Background: an optimization exercise with open tools, aiming at small area. Do not read the settings as production practice.
The RTL was checked by simulation tests, not by an equivalence proof against the original design.
No activity file was given, so power comes from the tool's default toggle rates.

## buffered_cl_builder
module buffered_cl_builder
#(
    parameter DATA_WIDTH = 32,
    parameter DATA_PER_CL = 16,
    parameter CL_WIDTH = 512,
    parameter EVICTION_POLICY = "ALL_ZEROS",
    parameter BUFFER_DEPTH = 8,
    parameter ALM_FULL_DIFF = 4
)
(
    input logic clk,
    input logic reset,
    input logic evict,
    input logic data_wr,
    input logic [DATA_WIDTH - 1 : 0 ] data_in,
    input logic cl_rd,
    output logic alm_full,
    output logic out_cl_valid,
    output logic [CL_WIDTH - 1 : 0 ] out_cl
);
    localparam NBIG = 4;                 
    localparam M    = 4;                 
    localparam SA   = 5;                 
    localparam SB   = 6;
    localparam NONE = 7;                 
    localparam NSLOT = 7;
    localparam QLEN = 6;                 
    logic [4:0] bn;                      
    logic [2:0] bslot;                   
    logic       close;
    assign close = bn[4] | evict;
    logic [2:0] count;                   
    logic       c1, c2;                  
    logic       rd;
    assign rd           = cl_rd & (count != 3'd0);
    assign out_cl_valid = (count != 3'd0);
    assign alm_full     = count[2];
    always_ff @(posedge clk) begin
        c1 <= close & ~reset;
        c2 <= c1 & ~reset;
        if (reset)
            count <= '0;
        else
            count <= count + {2'b0, c2} - {2'b0, rd};
    end
    logic [DATA_WIDTH-1:0] big  [NBIG][DATA_PER_CL];
    logic [3:0]            big_n [NBIG];     
    logic [DATA_WIDTH-1:0] med  [3];
    logic [1:0]            med_n;            
    logic [DATA_WIDTH-1:0] sa, sb;
    logic [NSLOT-1:0] occ;               
    logic [2:0]       q [QLEN];
    logic [2:0]       qlen;
    logic [2:0]       head;
    assign head = q[0];
    logic [NSLOT-1:0] freed, avail, wen;
    logic             grow;              
    logic             need_slot;         
    logic [2:0]       ns;                
    logic [1:0]       need;              
    always_comb begin
        freed = '0;
        if (rd && head != NONE) freed[head] = 1'b1;
        grow = ~close & data_wr &
               ((bslot == NONE) ||
  ...
clock: 6.0 ns
lec_check: 0
cap_margin: 20
core_margin: 2
core_utilization: 50
cts_buf_list: sky130_fd_sc_hd__clkbuf_16
cts_cluster_diameter: 100
cts_cluster_size: 30
slew_margin: 20
synth_memory_max_bits: 8192
run.sh (not shown) runs the stock make flow with config.mk's settings and CLKGATE_MAP_FILE= SYNTH_SCRIPT=/design/flow/synth_recipe.tcl, a recipe that flattens the netlist after the stock synthesis.
Rerun with:
ABC_AREA = 1   (was unset)
CTS_BUF_LIST = sky130_fd_sc_hd__clkbuf_4   (was sky130_fd_sc_hd__clkbuf_16)
CTS_CLUSTER_DIAMETER = unset   (was 100)
CTS_CLUSTER_SIZE = 20   (was 30)
Cell area rises by 8.6%.
Total power rises by about 14%.
Non-clock buffer count rises by 76.
Maximum frequency falls by about 2.2%.
Sequential share of layout area falls by 5.5 points.
Routed wire length rises by 12%.
Worst setup slack got worse by 0.13 ns.
Via count rises by about 17%.
Area after synthesis rises by 2.2%.
Flip-flop and latch count does not change.
Critical path depth rises by 2.
Rerun with:
==> flow/flow/run.sh (new file) <==
#!/bin/bash
# Layout: the standard flow (standard.sh), with two changes:
#  - ports are buffered with sky130_fd_sc_hd__buf_1 (every input and output still gets a buffer)
#  - clock tree synthesis does not insert dummy loads, and clusters up to 30 sinks
# standard.sh's make output goes to make_flow.log here; ORFS writes each step's log under orfs/logs.
set -euo pipefail
export BUFFER_PORTS_ARGS="-buffer_cell sky130_fd_sc_hd__buf_1"
export CTS_ARGS="-sink_clustering_enable -repair_clock_nets -dont_use_dummy_load -buf_list sky130_fd_sc_hd__clkbuf_16 -sink_clustering_size 30 -sink_clustering_max_diameter 80"
bash standard.sh finish > make_flow.log 2>&1
==> flow/standard.sh (new file) <==
#!/bin/bash
# synth_recipe.tcl (not shown) runs the flow's synth.tcl, then flattens the netlist and writes it again
# the make line also repeats each setting of config.mk as NAME=value (left out here)
make -C /OpenROAD-flow-scripts/flow DESIGN_CONFIG=/design/flow/config.mk WORK_HOME=/design/flow/orfs CLKGATE_MAP_FILE= SYNTH_SCRIPT=/design/flow/synth_recipe.tcl "${@:-finish}"
ABC_AREA = unset   (was 1)
CORE_UTILIZATION = 58   (was 50)
CTS_BUF_LIST = unset   (was sky130_fd_sc_hd__clkbuf_4)
CTS_CLUSTER_SIZE = unset   (was 20)
SETUP_SLACK_MARGIN = 0.1   (was unset)
removed: flow/run.sh
Via count is lower by 13%.
First-iteration DRC count is higher by 8.7%.
Cell area is lower by 11%.
Wire length is lower by 11%.
Die area is lower by 16%.
Worst setup slack gets better by 0.22 ns.
Global-route usage is higher by 1.3 points.
Rerun with:
==> flow/run.sh (new file) <==
#!/bin/bash
# synth_recipe.tcl (not shown) runs the flow's synth.tcl, then flattens the netlist and writes it again
# the make line also repeats each setting of config.mk as NAME=value (left out here)
make -C /OpenROAD-flow-scripts/flow DESIGN_CONFIG=/design/flow/config.mk WORK_HOME=/design/flow/orfs CLKGATE_MAP_FILE= SYNTH_SCRIPT=/design/flow/synth_recipe.tcl finish
CORE_UTILIZATION = 50   (was 58)
SETUP_SLACK_MARGIN = unset   (was 0.1)
removed: flow/flow/run.sh
removed: flow/standard.sh
Effect:
- sequential power barely changes
- synthesized area stays the same
- clock power is higher by well over a third
- global-route usage is lower by 3.8 points
- final area is higher by a little under a tenth
- total power is higher by about a fifth
- sequential cell count is unchanged
- register-to-register slack is worse by 0.21 ns
- synthesized cell count is unchanged
- routed wire length is higher by a few percent
- worst setup slack is worse by 0.14 ns
Rerun with:
==> flow/flow/run.sh (new file) <==
#!/bin/bash
# Layout: the standard flow (standard.sh), with two changes:
#  - ports are buffered with sky130_fd_sc_hd__buf_1 (every input and output still gets a buffer)
#  - clock tree synthesis does not insert dummy loads, and clusters up to 30 sinks
# standard.sh's make output goes to make_flow.log here; ORFS writes each step's log under orfs/logs.
set -euo pipefail
export BUFFER_PORTS_ARGS="-buffer_cell sky130_fd_sc_hd__buf_1"
export CTS_ARGS="-sink_clustering_enable -repair_clock_nets -dont_use_dummy_load -buf_list sky130_fd_sc_hd__clkbuf_16 -sink_clustering_size 30 -sink_clustering_max_diameter 80"
bash standard.sh finish > make_flow.log 2>&1
==> flow/standard.sh (new file) <==
#!/bin/bash
# synth_recipe.tcl (not shown) runs the flow's synth.tcl, then flattens the netlist and writes it again
# the make line also repeats each setting of config.mk as NAME=value (left out here)
make -C /OpenROAD-flow-scripts/flow DESIGN_CONFIG=/design/flow/config.mk WORK_HOME=/design/flow/orfs CLKGATE_MAP_FILE= SYNTH_SCRIPT=/design/flow/synth_recipe.tcl "${@:-finish}"
SETUP_SLACK_MARGIN = 0.1   (was unset)
removed: flow/run.sh
Clock-buffer cell count came out lower by 186.
Hold slack gets worse by 0.056 ns.
Area after synthesis does not change.
Worst setup slack is better by 0.16 ns.
Fmax grows by a few percent.
Cell area fell by a little under a tenth.
Total power came out lower by about a fifth.
Non-clock buffer count rises by 2.
Critical path depth went up by 3.
Combinational power decreases by roughly a tenth.
Via count goes down by a few percent.

## port drivers added, routing unchanged
The results above use ideal ports. As a check the final layouts listed here were re-extracted and re-timed, cells and wires unchanged.
Step 1 assumes that a clkbuf_16 drives the clock port and a buf_2 every other input.
Step 2, shift: input delay + t, output delay - t, t = (earliest + latest rising clock arrival at the registers) / 2. This alone moves slack from input paths to output paths.
a / b / c = no drivers / after step 1 / after step 2; a / b = the first two.
run | t (ns) | slack for setup (ns) | latest minus earliest clock arrival (ns) | worst slew at a driven data input, ns | cell pins on the clock port's net
the first run | 0.828 | 0.204 / 0.120 / 0.602 | 0.054 / 0.055 | 0.13 | 1
the second run | 1.426 | 0.072 / -0.004 / 0.379 | 0.103 / 0.103 | 0.08 | 1
the third run | 0.808 | 0.295 / 0.213 / 0.992 | 0.085 / 0.085 | 0.09 | 1
the fourth run | 0.926 | 0.154 / 0.070 / 0.584 | 0.030 / 0.029 | 0.13 | 1
the fifth run | 0.811 | 0.315 / 0.234 / 0.663 | 0.129 / 0.128 | 0.13 | 1
After both steps every run listed still meets setup and hold.
